Background: an optimization exercise with open tools, aiming at small area. Do not read the settings as production practice. In this exercise RTL edits were held to simulation tests only and were not proved equivalent to the original. The flow treats the clock pin as an ideal source, which a real chip does not have. Power figures rest on the tool's default switching activity, not on a simulated workload.

===== flow/run.sh =====
#!/bin/bash
# Layout flow: the standard ORFS flow (standard.sh) with these changes:
#  - synthesis runs flow/my_synth.tcl, which is synth_recipe.tcl with the ABC
#    logic-mapping script replaced by an area-oriented one (flow/area.abc);
#    registers are mapped by the standard dfflibmap step, as before;
#  - port buffers are buf_1;
#  - the clock tree is built before CTS by flow/clock_tree.tcl when
#    PRE_CTS_TCL is given in flow/extra.txt (clkbuf leaves, one clkbuf root
#    driven by the clock port); TritonCTS is then limited to net clk, which
#    it skips, and adds no dummy loads.
# Extra make variables come one per line from flow/extra.txt (@FLOW@ is
# replaced by this flow folder). ORFS writes each step's log under
# orfs/logs; standard.sh's own output goes to standard.log here.
set -e
F=$PWD/flow
EXTRA=()
[ -f "$F/extra.txt" ] && mapfile -t EXTRA < "$F/extra.txt"
for i in "${!EXTRA[@]}"; do EXTRA[$i]=${EXTRA[$i]//@FLOW@/$F}; done
bash standard.sh \
  SYNTH_SCRIPT=$F/my_synth.tcl \
  MY_ABC_SCRIPT=$F/area.abc \
  "BUFFER_PORTS_ARGS=-buffer_cell sky130_fd_sc_hd__buf_1" \
  "CTS_ARGS=-sink_clustering_enable -repair_clock_nets -dont_use_dummy_load -buf_list sky130_fd_sc_hd__clkbuf_4" \
  "${EXTRA[@]}" \
  finish > standard.log 2>&1

===== flow/area.abc =====
strash
dch -f
amap
topo

===== flow/clock_tree.tcl =====
# Clock tree built before CTS (PRE_CTS_TCL). The flip-flops are split by
# recursive bisection of their positions into K groups; each group gets a
# leaf buffer (CLOCK_TREE_LEAF) at its centre, and one root buffer
# (CLOCK_TREE_ROOT), the only cell the clock port drives, drives all leaves.
# K starts at ceil(sinks / CLOCK_TREE_GROUP) and grows until every leaf's
# worst sink slew, estimated with placement parasitics, is at most
# CLOCK_TREE_SLEW_PS. TritonCTS then finds the clock already buffered.
set group_max $::env(CLOCK_TREE_GROUP)
# (ORFS sources this file inside a proc, so the procs below read these
# through the global namespace)
set leaf_cell [set ::leaf_cell $::env(CLOCK_TREE_LEAF)]
set root_cell [set ::root_cell $::env(CLOCK_TREE_ROOT)]
set slew_max_ps $::env(CLOCK_TREE_SLEW_PS)
set block [ord::get_db_block]
set dbu [$block getDbUnitsPerMicron]
set clk_net [set ::clk_net [$block findNet clk]]

proc io_pins {master} {
  set in ""; set out ""
  foreach mt [$master getMTerms] {
    set sig [$mt getSigType]
    if {$sig eq "POWER" || $sig eq "GROUND"} continue
    if {[$mt getIoType] eq "OUTPUT"} { set out [$mt getName] } else { set in [$mt getName] }
  }
  return [list $in $out]
}

# insert a cell driven by net $from that drives the iterms $loads
proc add_driver {cell name net_name from loads x y} {
  set block [ord::get_db_block]
  set dbu [$block getDbUnitsPerMicron]
  set master [[ord::get_db] findMaster $cell]
  lassign [io_pins $master] in out
  set inst [odb::dbInst_create $block $master $name]
  set net [odb::dbNet_create $block $net_name]
  $net setSigType CLOCK
  foreach it $loads { $it disconnect; $it connect $net }
  [$inst findITerm $in] connect $from
  [$inst findITerm $out] connect $net
  $inst setLocation [expr {int($x * $dbu - [$master getWidth] / 2)}] [expr {int($y * $dbu)}]
  $inst setPlacementStatus PLACED
  return $inst
}

# mode 0 cuts across the wider side; modes 1 and 2 alternate, starting with
# a cut across x or across y
proc split_groups {sinks k {mode 0} {depth 0}} {
  if {$k <= 1} { return [list $sinks] }
  set xs [lmap s $sinks {lindex $s 1}]
  set ys [lmap s $sinks {lindex $s 2}]
  set w [expr {[tcl::mathfunc::max {*}$xs] - [tcl::mathfunc::min {*}$xs]}]
  set h [expr {[tcl::mathfunc::max {*}$ys] - [tcl::mathfunc::min {*}$ys]}]
  if {$mode == 0} {
    set idx [expr {$w >= $h ? 1 : 2}]
  } else {
    set idx [expr {($mode + $depth) % 2 == 1 ? 1 : 2}]
  }
  set sorted [lsort -real -index $idx $sinks]
  set k1 [expr {$k / 2}]
  set n1 [expr {int(round([llength $sorted] * double($k1) / $k))}]
  incr depth
  return [concat [split_groups [lrange $sorted 0 [expr {$n1 - 1}]] $k1 $mode $depth] \
                 [split_groups [lrange $sorted $n1 end] [expr {$k - $k1}] $mode $depth]]
}

proc build_tree {sinks k mode} {
  global leaf_cell root_cell clk_net
  set groups [split_groups $sinks $k $mode]
  set leaves {}
  set lx 0.0; set ly 0.0; set i 0
  foreach g $groups {
    set cx [expr {[tcl::mathop::+ {*}[lmap s $g {lindex $s 1}]] / [llength $g]}]
    set cy [expr {[tcl::mathop::+ {*}[lmap s $g {lindex $s 2}]] / [llength $g]}]
    set lx [expr {$lx + $cx}]; set ly [expr {$ly + $cy}]
    puts "clock_tree: leaf $i: [llength $g] sinks at [format %.1f $cx] [format %.1f $cy]"
    set inst [add_driver $leaf_cell clk_leaf_$i clk_leaf_net_$i $clk_net [lmap s $g {lindex $s 0}] $cx $cy]
    lassign [io_pins [$inst getMaster]] in out
    lappend leaves [$inst findITerm $in]
    incr i
  }
  set ng [llength $groups]
  add_driver $root_cell clk_root clk_root_net $clk_net $leaves [expr {$lx / $ng}] [expr {$ly / $ng}]
  return $ng
}

proc remove_tree {ng} {
  global clk_net
  set block [ord::get_db_block]
  for {set i 0} {$i < $ng} {incr i} {
    set net [$block findNet clk_leaf_net_$i]
    foreach it [$net getITerms] {
      if {[[$it getInst] getName] eq "clk_leaf_$i"} continue
      $it disconnect; $it connect $clk_net
    }
    odb::dbInst_destroy [$block findInst clk_leaf_$i]
    odb::dbNet_destroy $net
  }
  odb::dbInst_destroy [$block findInst clk_root]
  odb::dbNet_destroy [$block findNet clk_root_net]
}

# worst sink slew of each leaf (ps), placement parasitics
proc leaf_slews {ng} {
  estimate_parasitics -placement
  set res {}
  for {set i 0} {$i < $ng} {incr i} {
    set worst 0.0
    foreach pin [get_pins -of_objects [get_nets clk_leaf_net_$i] -filter "direction == input"] {
      foreach p {slew_max_rise slew_max_fall} {
        set s [get_property $pin $p]
        if {$s > $worst} { set worst $s }
      }
    }
    lappend res [expr {$worst * 1000}]
  }
  return $res
}

set sinks {}
foreach it [$clk_net getITerms] {
  set bb [[$it getInst] getBBox]
  lappend sinks [list $it [expr {([$bb xMin] + [$bb xMax]) / 2.0 / $dbu}] \
                          [expr {([$bb yMin] + [$bb yMax]) / 2.0 / $dbu}]]
}
set n [llength $sinks]
set k [expr {($n + $group_max - 1) / $group_max}]
set_propagated_clock [all_clocks]
while 1 {
  set best_mode -1; set best_slew 1e9
  foreach mode {0 1 2} {
    set ng [build_tree $sinks $k $mode]
    set slews [leaf_slews $ng]
    set worst [tcl::mathfunc::max {*}$slews]
    puts "clock_tree: $k leaves, grouping $mode: leaf slews (placement estimate, ps): [lmap s $slews {format %.0f $s}]"
    remove_tree $ng
    if {$worst < $best_slew} { set best_slew $worst; set best_mode $mode }
  }
  if {$best_slew <= $slew_max_ps || $k >= $n} break
  incr k
}
puts "clock_tree: $n sinks, $k leaves of $leaf_cell with grouping $best_mode, root $root_cell"
set ng [build_tree $sinks $k $best_mode]
unset_propagated_clock [all_clocks]

===== flow/extra.txt =====
PRE_CTS_TCL=@FLOW@/clock_tree.tcl
CTS_ARGS=-clk_nets clk -repair_clock_nets -dont_use_dummy_load -buf_list sky130_fd_sc_hd__clkbuf_4
CLOCK_TREE_GROUP=12
CLOCK_TREE_LEAF=sky130_fd_sc_hd__clkbuf_4
CLOCK_TREE_ROOT=sky130_fd_sc_hd__clkbuf_8
CLOCK_TREE_SLEW_PS=110

===== flow/my_synth.tcl =====
proc synth {args} { yosys synth -nofsm -noshare {*}$args }
# synth_recipe.tcl, except that ABC's logic mapping uses the script named by
# MY_ABC_SCRIPT (an area-oriented one) instead of ORFS's speed script.
proc abc {args} {
  if {[info exists ::env(MY_ABC_SCRIPT)] && $::env(MY_ABC_SCRIPT) ne ""} {
    set i [lsearch -exact $args -script]
    if {$i >= 0} { lset args [expr {$i + 1}] $::env(MY_ABC_SCRIPT) }
  }
  yosys abc {*}$args
}
source $::env(SCRIPTS_DIR)/synth.tcl
# left out here: clear keep_hierarchy, flatten, clean up, hide names made inside functions, write 1_2_yosys.v

===== standard.sh =====
#!/bin/bash
# synth_recipe.tcl (not shown) runs the flow's synth.tcl, then flattens the netlist and writes it again
# the make line also repeats each setting of config.mk as NAME=value (left out here)
make -C /OpenROAD-flow-scripts/flow DESIGN_CONFIG=/design/flow/config.mk WORK_HOME=/design/flow/orfs CLKGATE_MAP_FILE= SYNTH_SCRIPT=/design/flow/synth_recipe.tcl "${@:-finish}"

===== config.mk =====
export PLATFORM = sky130hd
export DESIGN_NAME = cache
export DESIGN_NICKNAME = cache
export VERILOG_FILES = /design/flow/design.v
export SDC_FILE = /design/flow/constraint.sdc
export NUM_CORES = 4
export LEC_CHECK = 0
export CAP_MARGIN = 10
export CORE_MARGIN = 2
export CORE_UTILIZATION = 80
export GPL_TIMING_DRIVEN = 0
export SLEW_MARGIN = 5
export SYNTH_HIERARCHICAL = 1
export SYNTH_MINIMUM_KEEP_SIZE = 0

===== constraint.sdc =====
create_clock -name core_clock -period 7.0 [get_ports {clk}]
set_input_delay 1.4000 -clock core_clock [delete_from_list [all_inputs] [get_ports {clk}]]
set_output_delay 1.4000 -clock core_clock [all_outputs]
set_load 0.01 [all_outputs]

===== design.v =====
module cache(
    input clk,
    input reset,
    input i_fetch_valid,
    input i_rfread_valid,
    input [5:0] i_current_pc,
    input i_is_br_instr_rfread,
    input [5:0] i_target_pc,
    output logic [5:0] o_prediction_pc,
	output logic o_prediction_fastcall,
	output logic fastz_d,
	output logic fastz_dd,
	input [15:0] i_ir_rfread
);
	logic [5:0] pc1_n, pc2, pc3, pc_ex;
	logic br_ex;
	logic [13:0] ent0, ent1, ent2, ent3, ent4, ent5;
	wire rst_n;
	wire [5:0] pc1_n_d, pc2_d, pc_ex_d;
	wire fetch_n;
	g_inv u_rst_n (.a(reset), .y(rst_n));
	g_inv u_fetch_n (.a(i_fetch_valid), .y(fetch_n));
	genvar k;
	generate
		for (k = 0; k < 6; k = k + 1) begin : g_pc
			g_nand2 u_pc1 (.a(rst_n), .b(i_current_pc[k]), .y(pc1_n_d[k]));
			g_nor2 u_pc2 (.a(reset), .b(pc1_n[k]), .y(pc2_d[k]));
			g_a22o u_pc_ex (.a1(pc_ex[k]), .a2(fetch_n), .b1(pc2_d[k]), .b2(i_fetch_valid), .x(pc_ex_d[k]));
		end
	endgenerate
	always_ff @(posedge clk) begin
		pc1_n <= pc1_n_d;
		pc2 <= pc2_d;
		pc3 <= pc2;
		pc_ex <= pc_ex_d;
	end
	wire br_mux_n, br_ex_d;
	g_mux2i u_br_mux (.s(i_fetch_valid), .a0(br_ex), .a1(i_is_br_instr_rfread), .y(br_mux_n));
	g_nor2 u_br_rst (.a(reset), .b(br_mux_n), .y(br_ex_d));
	always_ff @(posedge clk)
		br_ex <= br_ex_d;
	wire rec;
	g_and2 u_rec (.a(i_rfread_valid), .b(br_ex), .y(rec));
	wire use_pc3, rec_call, rec_z;
	rec_decode u_dec (.ir(i_ir_rfread[4:0]), .use_pc3(use_pc3), .call(rec_call), .z(rec_z));
	wire [5:0] rec_pc_n;
	generate
		for (k = 0; k < 6; k = k + 1) begin : g_recpc
			g_mux2i u_m (.s(use_pc3), .a0(pc_ex[k]), .a1(pc3[k]), .y(rec_pc_n[k]));
		end
	endgenerate
	wire [13:0] rec_data = {rec_z, rec_call, i_target_pc, rec_pc_n};
	wire [5:0] v, ld, hold;
	slot_first u_s0 (.rec(rec), .call(ent0[12]), .z(ent0[13]), .v(v[0]), .ld(ld[0]), .hold(hold[0]));
	slot_next u_s1 (.rec(rec), .prev_v(v[0]), .call(ent1[12]), .z(ent1[13]), .v(v[1]), .ld(ld[1]), .hold(hold[1]));
	slot_next u_s2 (.rec(rec), .prev_v(v[1]), .call(ent2[12]), .z(ent2[13]), .v(v[2]), .ld(ld[2]), .hold(hold[2]));
	slot_next u_s3 (.rec(rec), .prev_v(v[2]), .call(ent3[12]), .z(ent3[13]), .v(v[3]), .ld(ld[3]), .hold(hold[3]));
	slot_next u_s4 (.rec(rec), .prev_v(v[3]), .call(ent4[12]), .z(ent4[13]), .v(v[4]), .ld(ld[4]), .hold(hold[4]));
	slot_next u_s5 (.rec(rec), .prev_v(v[4]), .call(ent5[12]), .z(ent5[13]), .v(v[5]), .ld(ld[5]), .hold(hold[5]));
	wire [13:0] ent0_d, ent1_d, ent2_d, ent3_d, ent4_d, ent5_d;
	generate
		for (k = 0; k < 12; k = k + 1) begin : g_tab
			g_a22o u_e0 (.a1(ent0[k]), .a2(hold[0]), .b1(rec_data[k]), .b2(ld[0]), .x(ent0_d[k]));
			g_a22o u_e1 (.a1(ent1[k]), .a2(hold[1]), .b1(rec_data[k]), .b2(ld[1]), .x(ent1_d[k]));
			g_a22o u_e2 (.a1(ent2[k]), .a2(hold[2]), .b1(rec_data[k]), .b2(ld[2]), .x(ent2_d[k]));
			g_a22o u_e3 (.a1(ent3[k]), .a2(hold[3]), .b1(rec_data[k]), .b2(ld[3]), .x(ent3_d[k]));
			g_a22o u_e4 (.a1(ent4[k]), .a2(hold[4]), .b1(rec_data[k]), .b2(ld[4]), .x(ent4_d[k]));
			g_a22o u_e5 (.a1(ent5[k]), .a2(hold[5]), .b1(rec_data[k]), .b2(ld[5]), .x(ent5_d[k]));
		end
		for (k = 12; k < 14; k = k + 1) begin : g_flag
			g_a221o u_e0 (.a1(ent0[k]), .a2(hold[0]), .b1(rec_data[k]), .b2(ld[0]), .c1(reset), .x(ent0_d[k]));
			g_a221o u_e1 (.a1(ent1[k]), .a2(hold[1]), .b1(rec_data[k]), .b2(ld[1]), .c1(reset), .x(ent1_d[k]));
			g_a221o u_e2 (.a1(ent2[k]), .a2(hold[2]), .b1(rec_data[k]), .b2(ld[2]), .c1(reset), .x(ent2_d[k]));
			g_a221o u_e3 (.a1(ent3[k]), .a2(hold[3]), .b1(rec_data[k]), .b2(ld[3]), .c1(reset), .x(ent3_d[k]));
			g_a221o u_e4 (.a1(ent4[k]), .a2(hold[4]), .b1(rec_data[k]), .b2(ld[4]), .c1(reset), .x(ent4_d[k]));
			g_a221o u_e5 (.a1(ent5[k]), .a2(hold[5]), .b1(rec_data[k]), .b2(ld[5]), .c1(reset), .x(ent5_d[k]));
		end
	endgenerate
	always_ff @(posedge clk) begin
		ent0 <= ent0_d;
		ent1 <= ent1_d;
		ent2 <= ent2_d;
		ent3 <= ent3_d;
		ent4 <= ent4_d;
		ent5 <= ent5_d;
	end
	wire [5:0] hit, sel;
	wire nohit;
	hit_cmp u_h0 (.p_n(ent0[5:0]), .cur(i_current_pc), .v(v[0]), .hit(hit[0]));
	hit_cmp u_h1 (.p_n(ent1[5:0]), .cur(i_current_pc), .v(v[1]), .hit(hit[1]));
	hit_cmp u_h2 (.p_n(ent2[5:0]), .cur(i_current_pc), .v(v[2]), .hit(hit[2]));
	hit_cmp u_h3 (.p_n(ent3[5:0]), .cur(i_current_pc), .v(v[3]), .hit(hit[3]));
	hit_cmp u_h4 (.p_n(ent4[5:0]), .cur(i_current_pc), .v(v[4]), .hit(hit[4]));
	hit_cmp u_h5 (.p_n(ent5[5:0]), .cur(i_current_pc), .v(v[5]), .hit(hit[5]));
	first_hit u_fh (.hit(hit), .sel(sel[5:1]), .nohit(nohit));
	assign sel[0] = hit[0];
	wire [5:0] inc_n;
	inc_gate u_inc (.cur(i_current_pc), .en(nohit), .y_n(inc_n));
	generate
		for (k = 0; k < 6; k = k + 1) begin : g_out
			sel_or7 u_o (.sel(sel),
				.t({ent5[6 + k], ent4[6 + k], ent3[6 + k], ent2[6 + k], ent1[6 + k], ent0[6 + k]}),
				.extra_n(inc_n[k]), .y(o_prediction_pc[k]));
		end
	endgenerate
	sel_or6 u_call (.sel(sel),
		.t({ent5[12], ent4[12], ent3[12], ent2[12], ent1[12], ent0[12]}),
		.y(o_prediction_fastcall));
	wire fz_a_n, fz_b_n, fastz_d_d, fastz_dd_d;
	g_a222oi u_fz_a (.a1(sel[0]), .a2(ent0[13]), .b1(sel[1]), .b2(ent1[13]), .c1(sel[2]), .c2(ent2[13]), .y(fz_a_n));
	g_a222oi u_fz_b (.a1(sel[3]), .a2(ent3[13]), .b1(sel[4]), .b2(ent4[13]), .c1(sel[5]), .c2(ent5[13]), .y(fz_b_n));
	g_a21oi u_fz_d (.a1(fz_a_n), .a2(fz_b_n), .b1(reset), .y(fastz_d_d));
	g_nor2b u_fz_dd (.a(reset), .b_n(fastz_d), .y(fastz_dd_d));
	always_ff @(posedge clk) begin
		fastz_d <= fastz_d_d;
		fastz_dd <= fastz_dd_d;
	end
endmodule
module g_inv(input a, output y);
	assign y = ~a;
endmodule
module g_and2(input a, input b, output y);
	assign y = a & b;
endmodule
module g_nand2(input a, input b, output y);
	assign y = ~(a & b);
endmodule
module g_nor2(input a, input b, output y);
	assign y = ~(a | b);
endmodule
module g_nor2b(input a, input b_n, output y);
	assign y = ~(a | ~b_n);
endmodule
module g_nor3(input a, input b, input c, output y);
	assign y = ~(a | b | c);
endmodule
module g_nor3b(input a, input b, input c_n, output y);
	assign y = ~(a | b | ~c_n);
endmodule
module g_nor4b(input a, input b, input c, input d_n, output y);
	assign y = ~(a | b | c | ~d_n);
endmodule
module g_or4(input a, input b, input c, input d, output x);
	assign x = a | b | c | d;
endmodule
module g_nand3b(input a_n, input b, input c, output y);
	assign y = ~(~a_n & b & c);
endmodule
module g_nand2b(input a_n, input b, output y);
	assign y = ~(~a_n & b);
endmodule
module g_o211ai(input a1, input a2, input b1, input c1, output y);
	assign y = ~((a1 | a2) & b1 & c1);
endmodule
module g_nand3(input a, input b, input c, output y);
	assign y = ~(a & b & c);
endmodule
module g_nand4(input a, input b, input c, input d, output y);
	assign y = ~(a & b & c & d);
endmodule
module g_a221o(input a1, input a2, input b1, input b2, input c1, output x);
	assign x = (a1 & a2) | (b1 & b2) | c1;
endmodule
module g_mux2i(input s, input a0, input a1, output y);
	assign y = ~(s ? a1 : a0);
endmodule
module g_a21oi(input a1, input a2, input b1, output y);
	assign y = ~((a1 & a2) | b1);
endmodule
module g_a22o(input a1, input a2, input b1, input b2, output x);
	assign x = (a1 & a2) | (b1 & b2);
endmodule
module g_a222oi(input a1, input a2, input b1, input b2, input c1, input c2, output y);
	assign y = ~((a1 & a2) | (b1 & b2) | (c1 & c2));
endmodule
module rec_decode(input [4:0] ir, output use_pc3, output call, output z);
	wire g_n;
	g_nand3b u_g (.a_n(ir[1]), .b(ir[4]), .c(ir[3]), .y(g_n));
	g_a21oi u_p (.a1(ir[2]), .a2(ir[0]), .b1(g_n), .y(use_pc3));
	g_nor3b u_c (.a(g_n), .b(ir[0]), .c_n(ir[2]), .y(call));
	g_nor3b u_z (.a(g_n), .b(ir[2]), .c_n(ir[0]), .y(z));
endmodule
module slot_first(input rec, input call, input z, output v, output ld, output hold);
	g_nand2 u_v (.a(call), .b(z), .y(v));
	g_nand3 u_h (.a(rec), .b(call), .c(z), .y(hold));
	g_inv u_l (.a(hold), .y(ld));
endmodule
module slot_next(input rec, input prev_v, input call, input z, output v, output ld, output hold);
	g_nand2 u_v (.a(call), .b(z), .y(v));
	g_nand4 u_h (.a(rec), .b(prev_v), .c(call), .d(z), .y(hold));
	g_inv u_l (.a(hold), .y(ld));
endmodule
module hit_cmp(input [5:0] p_n, input [5:0] cur, input v, output hit);
	assign hit = v & ((p_n ^ cur) == 6'b111111);
endmodule
module first_hit(input [5:0] hit, output [5:1] sel, output nohit);
	wire any4;
	g_nor2b u_s1 (.a(hit[0]), .b_n(hit[1]), .y(sel[1]));
	g_nor3b u_s2 (.a(hit[0]), .b(hit[1]), .c_n(hit[2]), .y(sel[2]));
	g_nor4b u_s3 (.a(hit[0]), .b(hit[1]), .c(hit[2]), .d_n(hit[3]), .y(sel[3]));
	g_or4 u_a4 (.a(hit[0]), .b(hit[1]), .c(hit[2]), .d(hit[3]), .x(any4));
	g_nor2b u_s4 (.a(any4), .b_n(hit[4]), .y(sel[4]));
	g_nor3b u_s5 (.a(any4), .b(hit[4]), .c_n(hit[5]), .y(sel[5]));
	g_nor3 u_nh (.a(any4), .b(hit[4]), .c(hit[5]), .y(nohit));
endmodule
module inc_gate(input [5:0] cur, input en, output [5:0] y_n);
	wire [6:2] k_n;
	wire [5:2] k;
	g_nand2b u_y0 (.a_n(cur[0]), .b(en), .y(y_n[0]));
	g_nand2 u_k2 (.a(cur[1]), .b(cur[0]), .y(k_n[2]));
	g_o211ai u_y1 (.a1(cur[1]), .a2(cur[0]), .b1(en), .c1(k_n[2]), .y(y_n[1]));
	genvar b;
	generate
		for (b = 2; b < 6; b = b + 1) begin : g_b
			g_inv u_k (.a(k_n[b]), .y(k[b]));
			g_nand2 u_kn (.a(cur[b]), .b(k[b]), .y(k_n[b + 1]));
			g_o211ai u_y (.a1(cur[b]), .a2(k[b]), .b1(en), .c1(k_n[b + 1]), .y(y_n[b]));
		end
	endgenerate
endmodule
module sel_or7(input [5:0] sel, input [5:0] t, input extra_n, output y);
	wire a_n, b_n;
	g_a222oi u_a (.a1(sel[0]), .a2(t[0]), .b1(sel[1]), .b2(t[1]), .c1(sel[2]), .c2(t[2]), .y(a_n));
	g_a222oi u_b (.a1(sel[3]), .a2(t[3]), .b1(sel[4]), .b2(t[4]), .c1(sel[5]), .c2(t[5]), .y(b_n));
	g_nand3 u_o (.a(a_n), .b(b_n), .c(extra_n), .y(y));
endmodule
module sel_or6(input [5:0] sel, input [5:0] t, output y);
	wire a_n, b_n;
	g_a222oi u_a (.a1(sel[0]), .a2(t[0]), .b1(sel[1]), .b2(t[1]), .c1(sel[2]), .c2(t[2]), .y(a_n));
	g_a222oi u_b (.a1(sel[3]), .a2(t[3]), .b1(sel[4]), .b2(t[4]), .c1(sel[5]), .c2(t[5]), .y(b_n));
	g_nand2 u_o (.a(a_n), .b(b_n), .y(y));
endmodule

==> results by group, run 1 <==
Outcome
  – Status: finished clean

Power and ir drop
  – Reg power frac: 0.646
  – Internal power: 890 µW
  – Leak: 1.64 nW
  – Max VDD drop: roughly 0.21 mV
  – Switching share of power: 0.266
  – Clock power frac: 0.221
  – NetSw: around 320 µW
  – Power Density: about 280 nW/µm²
  – Logic pwr share: 0.132

Yosys
  – Mapped Cells: 360
  – Area contributors post-synth: dfxtp_1, a22o_1, a222oi_1
  – Syn Nets: 393
  – Synth Register Bits: roughly 110
  – Synth top area share: 0.560
  – Ys Warns: 7
  – Cell Area, Synth: 3970 µm²
  – Synth cell types: 22
  – Largest area contributor in the netlist: dfxtp_1
  – Synth Area per Inst: 11.0 µm²
  – Seq/Total Area, Yosys: 0.560

Timing
  – Setup violators final: 0
  – Final worst setup slack: 0.620 ns
  – Tcrit/Tclk final: 0.911
  – RSZ-0062 raised after global routing: false
  – Slew HR: 0.131
  – TNS Setup: 0 ns
  – Fin Clk Skew: around 0.014 ns
  – Min cycle time layout: around 6.4 ns
  – Hold Vio Cnt, Final: 0
  – FMAX: 157 MHz
  – Final Max Tran Viols: 0
  – Slew @ Worst Pin: 1.30 ns

Detailed routing
  – WL final: 11,300 µm
  – DRT antenna net count: 0
  – Starting DRT DRC Count: 650
  – Drt pass-1 iters: 9
  – # DRC: 0
  – Vias per cell: just under 8
  – M1 WL: 4100 µm
  – WL/cell: between 20 and 25 µm
  – WL met2: 5160 µm
  – Met3 WL: 1510 µm
  – Top Layer Used: met4
  – DR vias: 3,656

Setup path
  – RR Startpoint: ent2[2]
  – Setup Crit Path Kind: in2out
  – Worst EP required: 5.60 ns
  – CP Data Arrival Time: 4.98 ns
  – Worst setup path startpoint: i_current_pc[5]
  – Crit-path max FO: 15
  – Worst r2r dst: fastz_d
  – Worst path slowest cell: nor3b_1
  – Reg2reg path depth: 8
  – Critical Path Source Type: primary input
  – Register-to-Register Setup Slack: 3.76 ns
  – Critical Path End Type: primary output
  – Cells along the critical path: buf_1, o21ai_0, a221oi_1, o211ai_1, nor4b_1, nor3b_1, a222oi_1, nand3_1, buf_1
  – CP most frequent cell: buf_1
  – CP peak stage delay: approximately 1.1 ns
  – Crit path capture: o_prediction_pc[2]

Floorplanning
  – I/O pins: 42
  – CORE AREA: 4750 µm²
  – Die Span Y: approximately 74 µm
  – Die area: between 5000 and 6000 µm²
  – Rows: 25
  – Initial Util: 0.834
  – Die Width: 74.4 µm

Finish
  – Post-Route Utilization: 0.900
  – Layout cells sized above 1: 0.0372
  – Footprint of the multi-input gates: 1690 µm²
  – Commonest non-fill, non-tap cell in the layout: dfxtp_1
  – Synth-to-Final Area Change: 7.89%
  – Final #Nets: 438
  – Area taken by flip-flops and latches: between 2000 and 2500 µm²
  – Filler instances: 208
  – Commonest cells after routing, fill and taps aside: dfxtp_1, a22o_1, nand2_1, buf_1, clkinv_1
  – Antenna Cells: 0

Global routing
  – Largest net degree at the start of global routing: 23
  – Vias in the first global route: 3,367
  – First-pass GRT wire length: 17,100 µm
  – Gr ovfl total: 0
  – GRT Resource Usage Total: 0.406
  – Initial antenna violation count: 0

Min path
  – HP Class: reg2reg

Placement
  – Input/output buffers: 30
  – Gpl congestion: about 0.86
  – Hpwl dp: 7500 µm
  – Dpl ws: 0.979 ns

Clocking
  – CTS Hold Bufs: 0
  – Post-CTS Setup Repair Bufs: 0
  – Clock latency on the worst-skew pair: between 0.3 and 0.4 ns
  – Clock transition at the registers of the reported paths: 0.10 ns
  – Post-CTS Resized: 0

Job
  – Max-cap viol count: 0
[Yosys stat by module, one instance, submodules excluded, excerpt]
module	flops+latches	area, µm²	copies in the design	cells
hit_cmp	0	61.3	6	10
g_nor2b	0	6.26	3	1
g_a21oi	0	5.00	2	1
g_nand4	0	6.26	5	1
g_or4	0	7.51	1	1
g_o211ai	0	7.51	5	1
[kinds of logic (layout without fill, tap and decap cells)]
group	count (synthesis)	count (layout)	synth area share
AO/OA/AOI/OAI	156	156	0.328
buffers and inverters	19	62	0.0180
flip-flops	111	111	0.560
AND/OR/NAND/NOR	74	74	0.0934
[routing by layer]
metal	GRT usage	vias to the layer above
li1	-	1563
met1	0.552	1703
met2	0.630	320
met3	0.0867	70
met4	0.175	0
met5	0	-
[state kept, by name, summed over array words and instances, names as in the netlist]
name,flops
ent5,14
ent3,14
ent4,14
pc3,6
ent0,14
pc_ex,6
pc1_n,6
ent1,14
br_ex,1
pc2,6
ent2,14
fastz_dd,1
fastz_d,1
[worst min-delay path by stage]
stage                       from     end  slack [ns]  depth (start not counted)
final                     pc2[0]  pc3[0]        0.34                          0
after global routing      pc2[4]  pc3[4]        0.35                          0
after CTS                 pc2[0]  pc3[0]        0.32                          0
after detailed placement  pc2[0]  pc3[0]        0.32                          0
after global placement    pc2[0]  pc3[0]        0.31                          0
after floorplan           pc2[0]  pc3[0]        0.31                          0
[stage by stage]
stage	hold WS [ns]	area [µm²]	total power [mW]	cells
after CTS	0.316	4280	1.15	470
after detailed placement	0.316	4180	0.947	458
final	0.339	4280	1.21	470
after global placement	0.310	4160	0.927	457
after floorplan	0.310	3970	0.884	360
after global routing	0.347	4280	1.25	470
[worst max-delay path: cells and delay by family]
| kind | cells | cell delay, ns |
|---|---|---|
| AOI/OAI and AO/OA | 4 | 0.98 |
| buffers and inverters | 2 | 0.74 |
| and+or+nand+nor | 3 | 1.86 |
[cell usage after synthesis (all sizes together)]
cell type  count
nor3           1
nor4b          7
a221o         12
a222oi        16
a22o          78
a21oi          2
nand2         30
and2           1
nor2          13
o21ai         12
nand2b         1
clkinv        19
nand3b         1
nand3          7
o211ai        11
dfxtp        111
nor3b          4
nor2b          3
nand4          5
o22ai         13
a221oi        12
or4            1
[layout make-up]
type / count / share of cell area
buffer: 12 / 0.0225
inverter: 19 / 0.0167
multi-input combinational: 230 / 0.394
sequential: 111 / 0.519
tap: 67 / 0.0196
timing repair buffer: 31 / 0.0281
[power groups by stage]
| stage | Sequential, mW | Combinational, mW | Clock [mW] |
|---|---|---|---|
| 4_1_cts | 0.795 | 0.157 | 0.196 |
| 2_1_floorplan | 0.773 | 0.112 | 0 |
| 6_report | 0.784 | 0.161 | 0.269 |
| 5_1_grt | 0.791 | 0.173 | 0.289 |
| 3_5_place_dp | 0.791 | 0.156 | 0 |
| 3_3_place_gp | 0.784 | 0.144 | 0 |
==> run 2, diff against run 1 <==
==> flow/extra.txt (replaced) <==
PRE_CTS_TCL=@FLOW@/clock_tree.tcl
CTS_ARGS=-clk_nets clk -repair_clock_nets -dont_use_dummy_load -buf_list sky130_fd_sc_hd__clkbuf_4
CLOCK_TREE_GROUP=12
CLOCK_TREE_LEAF=sky130_fd_sc_hd__buf_4
CLOCK_TREE_ROOT=sky130_fd_sc_hd__buf_4
CLOCK_TREE_SLEW_PS=108
--- a/config.mk
+++ b/config.mk
@@ -8,5 +8,5 @@
 export CAP_MARGIN = 10
 export CORE_MARGIN = 2
-export CORE_UTILIZATION = 80
+export CORE_UTILIZATION = 75
 export GPL_TIMING_DRIVEN = 0
 export SLEW_MARGIN = 5
==> run 2 against run 1 <==
Net effect: sequential power shrank 0.8%; global-route usage shrank 5.6 points; routed wire length shrank 7.8%; largest power group unchanged; flip-flop and latch count is the same; combinational power is essentially flat; register-to-register slack gained 0.34 ns; worst hold slack lost 0.0040 ns; critical path type unchanged; power shrank 1.2%; critical endpoint is now o_prediction_fastcall; first-iteration DRC count shrank 34%; die area grew 6.3%; clock power shrank 3%; fmax grew 5.8%.
==> results by group, run 2 <==
Timing
  – RSZ-0062 raised after global routing: false (unchanged)
  – Slew @ Worst Pin: 1.09 ns (was 1.30 ns)
  – Hold Vio Cnt, Final: 0 (unchanged)
  – Final Max Tran Viols: 0 (unchanged)
  – Tcrit/Tclk final: 0.861 (was 0.911)
  – Slew HR: 0.273 (was 0.131)
  – FMAX: 166 MHz (was 157 MHz)
  – Min cycle time layout: 6.03 ns (was 6.38 ns)
  – Setup violators final: 0 (unchanged)
  – Fin Clk Skew: 0.0135 ns (was 0.0141 ns)
  – TNS Setup: 0 ns (unchanged)

Power and ir drop
  – Max VDD drop: 0.205 mV (was 0.208 mV)
  – Power Density: 281 nW/µm² (was 283 nW/µm²)
  – Leak: 1.64 nW (about the same)

Detailed routing
  – WL final: 10,400 µm (was 11,300 µm)
  – # DRC: 0 (unchanged)
  – Drt pass-1 iters: 8 (was 9)
  – DRT antenna net count: 0 (unchanged)
  – Vias per cell: 7.38 (was 7.78)
  – DR vias: 3,490 (was 3,656)
  – WL/cell: 22.1 µm (was 24.1 µm)
  – Starting DRT DRC Count: 426 (was 650)

Job
  – Max-cap viol count: 0 (unchanged)

Finish
  – Layout cells sized above 1: 0.0347 (was 0.0372)
  – Final #Nets: 438 (unchanged)
  – Antenna Cells: 0 (unchanged)
  – Non-filler cells, final: 473 (was 470)
  – Synth-to-Final Area Change: 7.60% (was 7.89%)
  – Commonest cells after routing, fill and taps aside: dfxtp_1, a22o_1, nand2_1, buf_1, clkinv_1 (unchanged)
  – Commonest non-fill, non-tap cell in the layout: dfxtp_1 (unchanged)

Floorplanning
  – I/O pins: 42 (unchanged)
  – Die Width: 76.7 µm (was 74.4 µm)
  – CORE AREA: 5110 µm² (was 4750 µm²)
  – Die area: 5890 µm² (was 5540 µm²)
  – Initial Util: 0.777 (was 0.834)
  – Rows: 26 (was 25)
  – Die Span Y: 76.7 µm (was 74.4 µm)

Setup path
  – CP peak stage delay: 0.91 ns (was 1.10 ns)
  – CP Data Arrival Time: 4.63 ns (was 4.98 ns)
  – Critical Path End Type: primary output (unchanged)
  – Setup Crit Path Kind: in2out (unchanged)
  – Cells along the critical path: buf_1, nand2_1, o21ai_0, a221oi_1, o211ai_1, nor4b_1, or4_1, nor3b_1, a222oi_1, nand2_1, buf_1 (was buf_1, o21ai_0, a221oi_1, o211ai_1, nor4b_1, nor3b_1, a222oi_1, nand3_1, buf_1)
  – Crit-path max FO: 15 (unchanged)
  – Worst EP required: 5.60 ns (about the same)
  – Critical Path Source Type: primary input (unchanged)
  – Worst path slowest cell: nor3b_1 (unchanged)

Yosys
  – Synth cell types: 22 (unchanged)
  – Count leader, synth: dfxtp_1 (unchanged)
  – Ys async rst share: 0 (unchanged)
  – Synth Area per Inst: 11.0 µm² (unchanged)
  – Ys Warns: 7 (unchanged)
  – Cell Area, Synth: 3970 µm² (unchanged)
  – Synth Register Bits: 111 (unchanged)
  – Largest area contributor in the netlist: dfxtp_1 (unchanged)
  – Area contributors post-synth: dfxtp_1, a22o_1, a222oi_1 (unchanged)
  – Syn Nets: 393 (unchanged)
  – Synth top area share: 0.560 (unchanged)
  – Seq/Total Area, Yosys: 0.560 (unchanged)
  – Post-synth EDFFs: 0 (unchanged)
  – Commonest cells in the netlist: dfxtp_1, a22o_1, nand2_1 (unchanged)
  – Top FF cell, synth: dfxtp_1 (unchanged)
  – Mapped Cells: 360 (unchanged)

Outcome
  – Status: finished clean (unchanged)

Global routing
  – Gr ovfl total: 0 (unchanged)
  – Vias in the first global route: 3,354 (was 3,367)
  – Met1 usage: 0.502 (was 0.552)
  – Initial antenna violation count: 0 (unchanged)
  – Met3 Track Usage GR: 0.0365 (was 0.0867)
  – Busiest layer in global routing: met2 (unchanged)
  – GRT Resource Usage Total: 0.350 (was 0.406)
  – GR Util met2: 0.569 (was 0.630)
  – Largest net degree at the start of global routing: 23 (unchanged)
  – First-pass GRT wire length: 16,700 µm (was 17,100 µm)

Clocking
  – Post-CTS Setup Repair Bufs: 0 (unchanged)
  – CTS Hold Bufs: 0 (unchanged)
  – Clock latency on the worst-skew pair: 0.40 ns (was 0.39 ns)
  – Post-CTS Resized: 0 (unchanged)
  – Clock transition at the registers of the reported paths: 0.10 ns (about the same)

Placement
  – Input/output buffers: 30 (unchanged)
  – Hpwl dp: 7060 µm (was 7500 µm)
  – Gpl congestion: 0.874 (was 0.860)
  – Placed insts: 462 (was 458)

Min path
  – HP Class: reg2reg (unchanged)
## run 2: cell counts after synthesis
No cell type changed its count.
## run 2: final cells by class
class	instances	area (µm²)
Inverter	19	71.3
Fill cell	320	840
Timing Repair Buffer	32	125
Sequential cell	111	2220
Buffer	11	82.6
Tap cell	70	87.6
Multi-Input combinational cell	230	1680
## run 2: critical path, delay by kind of cell
| kind | cells | cell delay, ns |
|---|---|---|
| AND/OR/NAND/NOR | 5 | 1.84 |
| AO/OA/AOI/OAI | 4 | 0.63 |
| buffers and inverters | 2 | 0.75 |
## run 2: Yosys stat by module, one instance, submodules excluded, a selection
module    copies in the design  area (µm²)
g_and2                       1        6.26
g_nand3                      7        5.00
g_nand4                      5        6.26
g_a222oi                    16        10.0
g_nor4b                      1        8.76
g_or4                        1        7.51
g_o211ai                     5        7.51
g_nand2                     18        3.75
g_a21oi                      2        5.00
hit_cmp                      6        61.3
cache                        1        2220
g_a221o                     12        10.0
g_inv                       12        3.75
## run 2: path summary, 6_finish.rpt
check,start,end,slack (ns),cells past startpoint
max,i_current_pc[2],o_prediction_fastcall,0.97,11
min,pc2[5],pc3[5],0.33,0
max reg2reg,ent2[2],fastz_d,4.10,8
min reg2reg,pc2[5],pc3[5],0.33,0
## run 2: cells by family (layout without fill, tap and decap cells)
group / after synthesis / after routing / synth area share
compound gates: 156 / 156 / 0.328
buf+inv: 19 / 62 / 0.0180
simple gates: 74 / 74 / 0.0934
flops: 111 / 111 / 0.560
## run 2: per-layer routing
metal,wire (µm),share of wire
met2,4740,0.45
met3,1260,0.12
met1,4130,0.40
met5,0,0
met4,319,0.031
## run 2: per-stage QoR
stage                     area, µm²  total power, mW  hold WS [ns]  utilization  setup WS [ns]
final                          4270             1.20         0.335        0.836          0.972
after global routing           4270             1.25         0.343        0.836          0.830
after CTS                      4270             1.14         0.313        0.836           1.16
after detailed placement       4190            0.943         0.313        0.819           1.17
after global placement         4170            0.928         0.310        0.816          0.147
after floorplan                3970            0.884         0.310            -           1.90
## run 2: report_power, final
| group | total [mW] | switching, mW | internal, mW |
|---|---|---|---|
| sequential | 0.778 | 0.0590 | 0.719 |
| clock | 0.261 | 0.181 | 0.0801 |
| combinational | 0.159 | 0.0747 | 0.0842 |
| total | 1.20 | 0.315 | 0.883 |
==> run 3, diff against run 2 <==
--- a/config.mk
+++ b/config.mk
@@ -8,5 +8,5 @@
 export CAP_MARGIN = 10
 export CORE_MARGIN = 2
-export CORE_UTILIZATION = 75
+export CORE_UTILIZATION = 80
 export GPL_TIMING_DRIVEN = 0
 export SLEW_MARGIN = 5
==> run 3 against run 2 <==
Net effect: still clean; final area about the same; worst hold slack worse by 0.0019 ns; routed wire length up 9.2%; critical endpoint is now o_prediction_pc[2].
==> results by group, run 3 <==
Timing
  – Fin Clk Skew: 0.0187 ns (was 0.0135 ns)
  – Final Max Tran Viols: 0 (unchanged)
  – FMAX: 162 MHz (was 166 MHz)
  – Slew HR: 0.171 (was 0.273)
  – Min cycle time layout: 6.16 ns (was 6.03 ns)
  – Tcrit/Tclk final: 0.880 (was 0.861)
  – TNS Setup: 0 ns (unchanged)
  – Hold Vio Cnt, Final: 0 (unchanged)
  – Setup violators final: 0 (unchanged)
  – RSZ-0062 raised after global routing: false (unchanged)
  – Slew @ Worst Pin: 1.24 ns (was 1.09 ns)

Yosys
  – Mux contribution to synthesized area: 0 (unchanged)
  – Top FF cell, synth: dfxtp_1 (unchanged)
  – Post-Synth XOR/XNOR Area: 0 (unchanged)
  – Mapped Cells: 360 (unchanged)
  – Commonest cells in the netlist: dfxtp_1, a22o_1, nand2_1 (unchanged)
  – Area contributors post-synth: dfxtp_1, a22o_1, a222oi_1 (unchanged)
  – Seq/Total Area, Yosys: 0.560 (unchanged)
  – Ys async rst share: 0 (unchanged)
  – Cell Area, Synth: 3970 µm² (unchanged)
  – Main combinational cell family by area after synthesis: compound AO/OA/AOI/OAI gates (unchanged)
  – Largest area contributor in the netlist: dfxtp_1 (unchanged)
  – Synth cell types: 22 (unchanged)
  – Post-Synth Adder-Cell Area: 0 (unchanged)
  – Synth Area in Compound Gates: 0.328 (unchanged)
  – Synth Area per Inst: 11.0 µm² (unchanged)
  – Synth Area in Simple Gates: 0.0934 (unchanged)
  – Ys Warns: 7 (unchanged)
  – Count leader, synth: dfxtp_1 (unchanged)
  – Synth top area share: 0.560 (unchanged)
  – Post-synth EDFFs: 0 (unchanged)
  – Synth Register Bits: 111 (unchanged)
  – Syn Nets: 393 (unchanged)

Detailed routing
  – DR vias: 3,667 (was 3,490)
  – Drt pass-1 iters: 9 (was 8)
  – Starting DRT DRC Count: 632 (was 426)
  – WL final: 11,400 µm (was 10,400 µm)
  – # DRC: 0 (unchanged)
  – DRT antenna net count: 0 (unchanged)
  – Vias per cell: 7.82 (was 7.38)
  – WL/cell: 24.3 µm (was 22.1 µm)

Placement
  – Gpl congestion: 0.860 (was 0.874)
  – Placed insts: 458 (was 462)
  – Hpwl dp: 7500 µm (was 7060 µm)
  – Input/output buffers: 30 (unchanged)

Clocking
  – Post-CTS Resized: 0 (unchanged)
  – Clock latency on the worst-skew pair: 0.40 ns (about the same)
  – Post-CTS Setup Repair Bufs: 0 (unchanged)
  – CTS Hold Bufs: 0 (unchanged)
  – Clock transition at the registers of the reported paths: 0.11 ns (was 0.10 ns)

Outcome
  – Status: finished clean (unchanged)

Finish
  – Layout cells sized above 1: 0.0348 (was 0.0347)
  – Commonest cells after routing, fill and taps aside: dfxtp_1, a22o_1, nand2_1, buf_1, clkinv_1 (unchanged)
  – Antenna Cells: 0 (unchanged)
  – Commonest non-fill, non-tap cell in the layout: dfxtp_1 (unchanged)
  – Synth-to-Final Area Change: 7.54% (was 7.60%)
  – Final #Nets: 437 (was 438)
  – Non-filler cells, final: 469 (was 473)

Global routing
  – Initial antenna violation count: 0 (unchanged)
  – Gr ovfl total: 0 (unchanged)
  – Largest net degree at the start of global routing: 23 (unchanged)
  – First-pass GRT wire length: 17,300 µm (was 16,700 µm)
  – Vias in the first global route: 3,364 (was 3,354)
  – GRT Resource Usage Total: 0.411 (was 0.350)

Floorplanning
  – Rows: 25 (was 26)
  – Die Span Y: 74.4 µm (was 76.7 µm)
  – CORE AREA: 4750 µm² (was 5110 µm²)
  – Die area: 5540 µm² (was 5890 µm²)
  – Die Width: 74.4 µm (was 76.7 µm)
  – I/O pins: 42 (unchanged)
  – Initial Util: 0.834 (was 0.777)

Power and ir drop
  – Power Density: 283 nW/µm² (was 281 nW/µm²)
  – Leak: 1.63 nW (was 1.64 nW)
  – Max VDD drop: 0.226 mV (was 0.205 mV)

Setup path
  – Critical Path End Type: primary output (unchanged)
  – CP Data Arrival Time: 4.76 ns (was 4.63 ns)
  – Worst EP required: 5.60 ns (about the same)
  – Setup Crit Path Kind: in2out (unchanged)
  – Crit-path max FO: 15 (unchanged)
  – Critical Path Source Type: primary input (unchanged)

Min path
  – HP Class: reg2reg (unchanged)

Job
  – Max-cap viol count: 0 (unchanged)
[run 3: final timing paths]
kind | start | to | slack, ns | cells past startpoint
max | i_current_pc[5] | o_prediction_pc[2] | 0.84 | 9
max reg2reg | ent2[2] | fastz_d | 3.93 | 8
min | pc2[1] | pc3[1] | 0.33 | 0
min reg2reg | pc2[1] | pc3[1] | 0.33 | 0
[run 3: through the flow]
step	power (mW)	util	hold WS [ns]	instance area (µm²)	worst slack (ns)
3_5_place_dp	0.947	0.880	0.316	4180	0.979
6_report	1.21	0.897	0.333	4270	0.841
3_3_place_gp	0.927	0.876	0.310	4160	0.331
4_1_cts	1.14	0.897	0.319	4270	0.978
2_1_floorplan	0.884	-	0.310	3970	1.90
5_1_grt	1.25	0.897	0.344	4270	0.702
[run 3: final cells by class]
cell class | instances | area, µm²
tap | 67 | 83.8
inverter | 19 | 71.3
buffer | 11 | 82.6
multi-input combinational | 230 | 1690
sequential | 111 | 2220
timing repair buffer | 31 | 120
fill | 206 | 489
[run 3: worst max-delay path: stages]
cell	delay (ns)
buf_1	0.54
o21ai_0	0.18
a221oi_1	0.25
o211ai_1	0.13
nor4b_1	0.56
nor3b_1	1.06
a222oi_1	0.30
nand3_1	0.17
buf_1	0.17
[run 3: metal layers]
layer	GRT usage	vias up	wire length [µm]
met5	0	-	0
met4	0.163	0	526
met3	0.0664	67	1500
met2	0.667	332	5340
met1	0.553	1710	4050
li1	-	1558	-
[run 3: report_power, final]
part           switching (mW)  leakage, nW  internal (mW)
combinational          0.0769        0.668         0.0840
clock                   0.182       0.0529         0.0802
sequential             0.0644        0.914          0.719
total                   0.323         1.63          0.883
[run 3: kinds of logic (layout without fill, tap and decap cells)]
group                  after synthesis  in the layout
AO/OA/AOI/OAI                      156            156
flip-flops                         111            111
AND/OR/NAND/NOR                     74             74
buffers and inverters               19             61
[run 3: Yosys stat by module (local to each module, per instance), a selection]
module | flops+latches | cell area, µm² | cells
g_nor2b | 0 | 6.26 | 1
g_nand3b | 0 | 7.51 | 1
g_nor4b | 0 | 8.76 | 1
g_nand2b | 0 | 6.26 | 1
g_a22o | 0 | 8.76 | 1
cache | 111 | 2220 | 111
g_mux2i | 0 | 10.0 | 2
g_nor3b | 0 | 7.51 | 1
g_nor3 | 0 | 5.00 | 1
g_o211ai | 0 | 7.51 | 1
g_nor2 | 0 | 3.75 | 1
g_inv | 0 | 3.75 | 1
g_nand4 | 0 | 6.26 | 1
g_a221o | 0 | 10.0 | 1
g_and2 | 0 | 6.26 | 1
==> run 4, diff against run 3 <==
--- a/flow/run.sh
+++ b/flow/run.sh
@@ -6,5 +6,5 @@
 #  - port buffers are buf_1;
 #  - the clock tree is built before CTS by flow/clock_tree.tcl when
-#    PRE_CTS_TCL is given in flow/extra.txt (clkbuf leaves, one clkbuf root
+#    PRE_CTS_TCL is given in flow/extra.txt (leaf buffers, one root buffer
 #    driven by the clock port); TritonCTS is then limited to net clk, which
 #    it skips, and adds no dummy loads.
--- a/flow/clock_tree.tcl
+++ b/flow/clock_tree.tcl
@@ -5,5 +5,7 @@
 # K starts at ceil(sinks / CLOCK_TREE_GROUP) and grows until every leaf's
 # worst sink slew, estimated with placement parasitics, is at most
-# CLOCK_TREE_SLEW_PS. TritonCTS then finds the clock already buffered.
+# CLOCK_TREE_SLEW_PS; for each K three bisection orders are tried and the
+# one with the lowest worst estimate is kept. TritonCTS then finds the clock
+# already buffered.
 set group_max $::env(CLOCK_TREE_GROUP)
 # (ORFS sources this file inside a proc, so the procs below read these
--- a/config.mk
+++ b/config.mk
@@ -8,5 +8,5 @@
 export CAP_MARGIN = 10
 export CORE_MARGIN = 2
-export CORE_UTILIZATION = 80
+export CORE_UTILIZATION = 75
 export GPL_TIMING_DRIVEN = 0
 export SLEW_MARGIN = 5
==> run 4 against run 3 <==
Net effect: fmax rose by 2.2%; worst hold slack improved by 0.0019 ns; area after synthesis did not move; critical path depth rose by 2; first-iteration DRC count fell by 33%; power fell by 0.68%; critical path type unchanged; critical endpoint is now o_prediction_fastcall.
==> results by group, run 4 <==
Outcome
  – Status: finished clean (unchanged)

Yosys
  – Synth Area per Inst: 11.0 µm² (unchanged)
  – Synth Area in Compound Gates: 0.328 (unchanged)
  – Synth Area in Simple Gates: 0.0934 (unchanged)
  – Ys Warns: 7 (unchanged)
  – Seq/Total Area, Yosys: 0.560 (unchanged)
  – Synth cell types: 22 (unchanged)
  – Syn Nets: 393 (unchanged)
  – Cell Area, Synth: 3970 µm² (unchanged)
  – Synth top area share: 0.560 (unchanged)
  – Mux contribution to synthesized area: 0 (unchanged)
  – Count leader, synth: dfxtp_1 (unchanged)
  – Main combinational cell family by area after synthesis: compound AO/OA/AOI/OAI gates (unchanged)
  – Synth Register Bits: 111 (unchanged)
  – Commonest cells in the netlist: dfxtp_1, a22o_1, nand2_1 (unchanged)
  – Post-Synth XOR/XNOR Area: 0 (unchanged)
  – Area contributors post-synth: dfxtp_1, a22o_1, a222oi_1 (unchanged)
  – Largest area contributor in the netlist: dfxtp_1 (unchanged)
  – Mapped Cells: 360 (unchanged)
  – Post-Synth Adder-Cell Area: 0 (unchanged)
  – Top FF cell, synth: dfxtp_1 (unchanged)
  – Ys async rst share: 0 (unchanged)
  – Post-synth EDFFs: 0 (unchanged)

Timing
  – RSZ-0062 raised after global routing: false (unchanged)
  – Setup violators final: 0 (unchanged)
  – Fin Clk Skew: 0.0135 ns (was 0.0187 ns)
  – Slew HR: 0.273 (was 0.171)
  – Final Max Tran Viols: 0 (unchanged)
  – Tcrit/Tclk final: 0.861 (was 0.880)
  – Min cycle time layout: 6.03 ns (was 6.16 ns)
  – Slew @ Worst Pin: 1.09 ns (was 1.24 ns)
  – FMAX: 166 MHz (was 162 MHz)
  – TNS Setup: 0 ns (unchanged)
  – Hold Vio Cnt, Final: 0 (unchanged)

Power and ir drop
  – Logic pwr share: 0.133 (about the same)
  – Clock power frac: 0.218 (was 0.217)
  – Reg power frac: 0.649 (was 0.650)
  – NetSw: 315 µW (was 323 µW)
  – Power Density: 281 nW/µm² (was 283 nW/µm²)
  – Internal power: 883 µW (about the same)
  – Switching share of power: 0.263 (was 0.268)
  – Max VDD drop: 0.205 mV (was 0.226 mV)
  – Leak: 1.64 nW (was 1.63 nW)

Floorplanning
  – Rows: 26 (was 25)
  – Die Width: 76.7 µm (was 74.4 µm)
  – I/O pins: 42 (unchanged)
  – Initial Util: 0.777 (was 0.834)
  – CORE AREA: 5110 µm² (was 4750 µm²)
  – Die area: 5890 µm² (was 5540 µm²)
  – Die Span Y: 76.7 µm (was 74.4 µm)

Setup path
  – Critical Path End Type: primary output (unchanged)
  – Crit-path max FO: 15 (unchanged)
  – Critical Path Source Type: primary input (unchanged)
  – CP Data Arrival Time: 4.63 ns (was 4.76 ns)
  – Setup Crit Path Kind: in2out (unchanged)
  – Worst EP required: 5.60 ns (about the same)

Placement
  – Placed insts: 462 (was 458)
  – Gpl congestion: 0.874 (was 0.860)
  – Cell Area, Placed: 4190 µm² (was 4180 µm²)
  – Input/output buffers: 30 (unchanged)
  – Hpwl dp: 7060 µm (was 7500 µm)

Detailed routing
  – Starting DRT DRC Count: 426 (was 632)
  – DRT antenna net count: 0 (unchanged)
  – Vias per cell: 7.38 (was 7.82)
  – # DRC: 0 (unchanged)
  – WL/cell: 22.1 µm (was 24.3 µm)
  – Drt pass-1 iters: 8 (was 9)
  – DR vias: 3,490 (was 3,667)
  – WL final: 10,400 µm (was 11,400 µm)

Clocking
  – Clock transition at the registers of the reported paths: 0.10 ns (was 0.11 ns)
  – CTS Hold Bufs: 0 (unchanged)
  – Post-CTS Setup Repair Bufs: 0 (unchanged)
  – Clock latency on the worst-skew pair: 0.40 ns (about the same)
  – Post-CTS Resized: 0 (unchanged)

Finish
  – Non-filler cells, final: 473 (was 469)
  – Post-route cell area: 4270 µm² (about the same)
  – Synth-to-Final Area Change: 7.60% (was 7.54%)
  – Layout cells sized above 1: 0.0347 (was 0.0348)
  – Antenna Cells: 0 (unchanged)
  – Commonest cells after routing, fill and taps aside: dfxtp_1, a22o_1, nand2_1, buf_1, clkinv_1 (unchanged)
  – Commonest non-fill, non-tap cell in the layout: dfxtp_1 (unchanged)
  – Final #Nets: 438 (was 437)

Global routing
  – Vias in the first global route: 3,354 (was 3,364)
  – Largest net degree at the start of global routing: 23 (unchanged)
  – Initial antenna violation count: 0 (unchanged)
  – Gr ovfl total: 0 (unchanged)
  – First-pass GRT wire length: 16,700 µm (was 17,300 µm)
  – GRT Resource Usage Total: 0.350 (was 0.411)

Job
  – Max-cap viol count: 0 (unchanged)

Min path
  – HP Class: reg2reg (unchanged)
## run 4: cell types whose count changed in the layout (fill, tap and decap cells not counted), sizes merged
cell  change
buf       +1
## run 4: per-module statistics from Yosys (local to each module, per instance), a selection
| module | times used | flip-flops and latches | cell area (µm²) | cells inside |
|---|---|---|---|---|
| g_nand4 | 5 | 0 | 6.26 | 1 |
| g_or4 | 1 | 0 | 7.51 | 1 |
| g_nand3 | 7 | 0 | 5.00 | 1 |
| g_a221o | 12 | 0 | 10.0 | 1 |
| g_nor2b | 3 | 0 | 6.26 | 1 |
| cache | 1 | 111 | 2220 | 111 |
| g_nand2 | 18 | 0 | 3.75 | 1 |
| g_nor3b | 4 | 0 | 7.51 | 1 |
| g_nand2b | 1 | 0 | 6.26 | 1 |
## run 4: layout make-up
class	instances	area, µm²
buffer	11	82.6
sequential	111	2220
timing repair buffer	32	125
inverter	19	71.3
multi-input combinational	230	1680
tap	70	87.6
fill	320	840
## run 4: path summary, 6_finish.rpt
check             startpoint                    end  slack [ns]  cells past startpoint
min                   pc2[5]                 pc3[5]        0.33                      0
max reg2reg          ent2[2]                fastz_d        4.10                      8
max          i_current_pc[2]  o_prediction_fastcall        0.97                     11
min reg2reg           pc2[5]                 pc3[5]        0.33                      0
## run 4: routing by layer
layer	GRT usage	wire length [µm]	vias to the layer above
met1	0.502	4130	1624
met2	0.569	4740	267
met4	0.0927	319	0
li1	-	-	1557
met3	0.0365	1260	42
met5	0	0	-
## run 4: cells by family (layout without fill, tap and decap cells)
kind of cell	count (synthesis)	in the layout
flip-flops	111	111
buffers and inverters	19	62
AND/OR/NAND/NOR	74	74
AO/OA/AOI/OAI	156	156
## run 4: critical path: stages
cell      delay [ns]
buf_1           0.59
nand2_1         0.14
o21ai_0         0.13
a221oi_1        0.09
o211ai_1        0.16
nor4b_1         0.11
or4_1           0.53
nor3b_1         0.91
a222oi_1        0.25
nand2_1         0.15
buf_1           0.16
## run 4: power groups by stage
stage	Sequential, mW	Combinational [mW]	Clock [mW]
4_1_cts	0.791	0.157	0.190
5_1_grt	0.787	0.173	0.286
3_5_place_dp	0.788	0.156	0
3_3_place_gp	0.784	0.144	0
6_report	0.778	0.159	0.261
2_1_floorplan	0.773	0.112	0
## run 4: stage by stage
stage	util	total power [mW]	setup slack (ns)	hold WS, ns
floorplan	-	0.884	1.90	0.310
global placement	0.816	0.928	0.147	0.310
detailed placement	0.819	0.943	1.17	0.313
CTS	0.836	1.14	1.16	0.313
global route	0.836	1.25	0.830	0.343
finish	0.836	1.20	0.972	0.335
==> run 5, diff against run 4 <==
--- a/design.v
+++ b/design.v
@@ -162,4 +162,13 @@
 	assign x = (a1 & a2) | (b1 & b2) | c1;
 endmodule
+module g_and4(input a, input b, input c, input d, output x);
+	assign x = a & b & c & d;
+endmodule
+module g_o22ai(input a1, input a2, input b1, input b2, output y);
+	assign y = ~((a1 | a2) & (b1 | b2));
+endmodule
+module g_a221oi(input a1, input a2, input b1, input b2, input c1, output y);
+	assign y = ~((a1 & a2) | (b1 & b2) | c1);
+endmodule
 module g_mux2i(input s, input a0, input a1, output y);
 	assign y = ~(s ? a1 : a0);
@@ -192,5 +201,14 @@
 endmodule
 module hit_cmp(input [5:0] p_n, input [5:0] cur, input v, output hit);
-	assign hit = v & ((p_n ^ cur) == 6'b111111);
+	wire [2:0] o, x;
+	genvar j;
+	generate
+		for (j = 0; j < 3; j = j + 1) begin : g_pair
+			g_o22ai u_o (.a1(p_n[2 * j]), .a2(cur[2 * j]), .b1(p_n[2 * j + 1]), .b2(cur[2 * j + 1]), .y(o[j]));
+			g_a221oi u_x (.a1(p_n[2 * j]), .a2(cur[2 * j]), .b1(p_n[2 * j + 1]), .b2(cur[2 * j + 1]),
+				.c1(o[j]), .y(x[j]));
+		end
+	endgenerate
+	g_and4 u_h (.a(x[0]), .b(x[1]), .c(x[2]), .d(v), .x(hit));
 endmodule
 module first_hit(input [5:0] hit, output [5:1] sel, output nohit);
==> run 5 against run 4 <==
Net effect: sequential share of layout area rose by 0.71 points; setup slack got worse by 0.27 ns; final area shrank 1.3%; first-iteration DRC count grew 15%; area after synthesis shrank 1.1%; die area shrank 1.1%; sequential power is essentially flat; critical path type unchanged; critical endpoint is now o_prediction_pc[1]; highest routed layer unchanged.
==> results by group, run 5 <==
Setup path
  – Critical Path Source Type: primary input (unchanged)
  – Critical Path End Type: primary output (unchanged)
  – Crit-path max FO: 15 (unchanged)
  – Setup Crit Path Kind: in2out (unchanged)
  – CP Data Arrival Time: 4.90 ns (was 4.63 ns)
  – Register-to-Register Setup Slack: 3.74 ns (was 4.10 ns)
  – Worst EP required: 5.60 ns (about the same)

Yosys
  – Synth top area share: 0.567 (was 0.560)
  – Ys async rst share: 0 (unchanged)
  – Synth cell types: 22 (unchanged)
  – Ys Warns: 7 (unchanged)
  – Syn Nets: 375 (was 393)
  – Commonest cells in the netlist: dfxtp_1, a22o_1, o22ai_1 (was dfxtp_1, a22o_1, nand2_1)
  – Mapped Cells: 342 (was 360)
  – Synth Register Bits: 111 (unchanged)
  – Cell Area, Synth: 3920 µm² (was 3970 µm²)
  – Synth Area per Inst: 11.5 µm² (was 11.0 µm²)
  – Area contributors post-synth: dfxtp_1, a22o_1, a222oi_1 (unchanged)
  – Seq/Total Area, Yosys: 0.567 (was 0.560)
  – Post-synth EDFFs: 0 (unchanged)
  – Largest area contributor in the netlist: dfxtp_1 (unchanged)
  – Count leader, synth: dfxtp_1 (unchanged)
  – Top FF cell, synth: dfxtp_1 (unchanged)

Power and ir drop
  – NetSw: 307 µW (was 315 µW)
  – Total power: 1.19 mW (was 1.20 mW)
  – Logic pwr share: 0.131 (was 0.133)
  – Max VDD drop: 0.250 mV (was 0.205 mV)
  – Clock power frac: 0.214 (was 0.218)
  – Leak: 1.63 nW (was 1.64 nW)
  – Reg power frac: 0.655 (was 0.649)
  – Switching share of power: 0.258 (was 0.263)
  – Power Density: 283 nW/µm² (was 281 nW/µm²)
  – Internal power: 884 µW (was 883 µW)

Global routing
  – First-pass GRT wire length: 17,000 µm (was 16,700 µm)
  – Initial antenna violation count: 0 (unchanged)
  – Gr ovfl total: 0 (unchanged)
  – GRT Resource Usage Total: 0.360 (was 0.350)
  – Largest net degree at the start of global routing: 23 (unchanged)
  – Vias in the first global route: 3,426 (was 3,354)

Timing
  – Final worst setup slack: 0.705 ns (was 0.972 ns)
  – TNS Setup: 0 ns (unchanged)
  – Hold Vio Cnt, Final: 0 (unchanged)
  – Slew @ Worst Pin: 1.41 ns (was 1.09 ns)
  – Fin Clk Skew: 0.0116 ns (was 0.0135 ns)
  – Setup violators final: 0 (unchanged)
  – Min cycle time layout: 6.30 ns (was 6.03 ns)
  – Tcrit/Tclk final: 0.899 (was 0.861)
  – Final Max Tran Viols: 0 (unchanged)
  – Fin Hold WS: 0.333 ns (was 0.335 ns)
  – Slew HR: 0.0555 (was 0.273)
  – RSZ-0062 raised after global routing: false (unchanged)
  – FMAX: 159 MHz (was 166 MHz)

Clocking
  – Post-CTS Resized: 0 (unchanged)
  – Post-CTS Setup Repair Bufs: 0 (unchanged)
  – Clock latency on the worst-skew pair: 0.38 ns (was 0.40 ns)
  – Clock transition at the registers of the reported paths: 0.09 ns (was 0.10 ns)
  – CTS Hold Bufs: 0 (unchanged)

Floorplanning
  – Initial Util: 0.773 (was 0.777)
  – CORE AREA: 5070 µm² (was 5110 µm²)
  – Die Span Y: 76.3 µm (was 76.7 µm)
  – Die Width: 76.3 µm (was 76.7 µm)
  – Rows: 26 (unchanged)
  – I/O pins: 42 (unchanged)
  – Die area: 5820 µm² (was 5890 µm²)

Finish
  – Layout cells sized above 1: 0.0313 (was 0.0347)
  – Commonest non-fill, non-tap cell in the layout: dfxtp_1 (unchanged)
  – Antenna Cells: 0 (unchanged)
  – Area taken by flip-flops and latches: 2220 µm² (unchanged)
  – Footprint of the multi-input gates: 1630 µm² (was 1680 µm²)
  – Synth-to-Final Area Change: 7.37% (was 7.60%)
  – Final #Nets: 418 (was 438)
  – Filler instances: 307 (was 320)
  – Commonest cells after routing, fill and taps aside: dfxtp_1, a22o_1, buf_1 (was dfxtp_1, a22o_1, nand2_1, buf_1, clkinv_1)

Detailed routing
  – Vias per cell: 7.69 (was 7.38)
  – DRT antenna net count: 0 (unchanged)
  – # DRC: 0 (unchanged)
  – Drt pass-1 iters: 8 (unchanged)
  – WL/cell: 23.5 µm (was 22.1 µm)
  – Starting DRT DRC Count: 492 (was 426)
  – WL final: 10,700 µm (was 10,400 µm)
  – DR vias: 3,482 (was 3,490)

Placement
  – Input/output buffers: 30 (unchanged)
  – Gpl congestion: 0.860 (was 0.874)
  – Dpl ws: 0.876 ns (was 1.17 ns)
  – Hpwl dp: 6900 µm (was 7060 µm)

Job
  – Max-cap viol count: 0 (unchanged)

Min path
  – HP Class: reg2reg (unchanged)

Outcome
  – Status: finished clean (unchanged)
[run 5: cell types whose count changed after synthesis, sizes merged]
cell	previous run	this run
and4	0	6
a221oi	12	18
o211ai	11	5
nor2	13	7
o22ai	13	25
o21ai	12	0
nor4b	7	1
nand2	30	18
[run 5: worst max-delay path, stage by stage]
cell and delay [ns]:
buf_1 0.53, a221oi_1 0.20, and4_1 0.43, or4_1 0.62
nor3b_1 1.15, a222oi_1 0.22, nand3_1 0.17, buf_1 0.16
[run 5: worst paths after layout]
| check | start | depth (start not counted) | end |
|---|---|---|---|
| min | pc2[1] | 0 | pc3[1] |
| min reg2reg | pc2[1] | 0 | pc3[1] |
| max | i_current_pc[4] | 8 | o_prediction_pc[1] |
| max reg2reg | ent0[3] | 7 | fastz_d |
[run 5: final cells by class]
| cell class | count | share of cell area |
|---|---|---|
| flip-flops and latches | 111 | 0.528 |
| multi-input cells | 212 | 0.388 |
| repair buffers | 30 | 0.0267 |
| well taps | 70 | 0.0208 |
| plain buffers | 11 | 0.0196 |
| inverters | 19 | 0.0169 |
[run 5: per-module statistics from Yosys, one instance, submodules excluded, excerpt]
module,area [µm²],copies in the design,cells inside
g_nor4b,8.76,1,1
g_o211ai,7.51,5,1
g_nand3b,7.51,1,1
g_nand4,6.26,5,1
g_mux2i,10.0,7,2
g_nand2b,6.26,1,1
g_and4,8.76,6,1
g_a22o,8.76,78,1
cache,2220,1,111
g_nor3b,7.51,4,1
g_nand3,5.00,7,1
g_a221o,10.0,12,1
g_o22ai,6.26,18,1
g_inv,3.75,12,1
g_nand2,3.75,18,1
[run 5: kinds of logic after synthesis]
kind of cell / share of synthesized area
buf+inv: 0.0182
simple gates: 0.0772
flops: 0.567
compound gates: 0.338
[run 5: power by group through the flow]
| stage | combinational (mW) | sequential [mW] | clock, mW |
|---|---|---|---|
| 2_1_floorplan | 0.110 | 0.774 | 0 |
| 3_3_place_gp | 0.143 | 0.784 | 0 |
| 3_5_place_dp | 0.154 | 0.790 | 0 |
| 4_1_cts | 0.154 | 0.793 | 0.190 |
| 5_1_grt | 0.169 | 0.788 | 0.280 |
| 6_report | 0.156 | 0.780 | 0.254 |
[run 5: metal layers]
metal  vias to the layer above  GRT usage  part of all wire  routed length [µm]
met5                         -          0                 0                   0
met4                         0      0.156             0.036                 386
met3                        48     0.0344              0.10                1110
met2                       253      0.622              0.49                5260
met1                      1661      0.462              0.37                3900
li1                       1520          -                 -                   -
[run 5: through the flow]
step,util,instance area [µm²],std cells
final,0.830,4210,453
after global routing,0.830,4210,453
after CTS,0.830,4210,453
after detailed placement,0.813,4130,442
after global placement,0.812,4120,442
after floorplan,-,3920,342

what the ideal ports hide:
Ports are ideal in the flow. The routed layouts listed here were re-timed in OpenROAD. Step 1, drivers: a clkbuf_16 drives clk and a buf_2 each remaining input, both assumed. Step 2 moves the port delays by t, midway between the first and last clock arrival at a register: inputs arrive t later, outputs are due t later. That takes back most of the time a late clock gives input paths. a / b / c = no drivers / after step 1 / after step 2; a / b = the first two.
run | t (ns) | slack for setup (ns) | hold WS [ns] | latest minus earliest clock arrival (ns) | cell pins on the clock port's net
run 1 | 0.412 | 0.620 / 0.594 / 0.594 | 0.339 / 0.339 / 0.339 | 0.015 / 0.014 | 1
run 2 | 0.423 | 0.972 / 0.943 / 0.943 | 0.335 / 0.335 / 0.335 | 0.013 / 0.013 | 1
run 3 | 0.422 | 0.841 / 0.815 / 0.815 | 0.333 / 0.333 / 0.333 | 0.019 / 0.019 | 1
run 4 | 0.423 | 0.972 / 0.943 / 0.943 | 0.335 / 0.335 / 0.335 | 0.013 / 0.013 | 1
run 5 | 0.406 | 0.705 / 0.670 / 0.670 | 0.333 / 0.333 / 0.333 | 0.012 / 0.011 | 1
After both steps setup and hold are still met in every run listed. For run 5, which loses most, drivers alone change the setup slack by -0.035 ns; drivers and shift together by -0.035 ns.
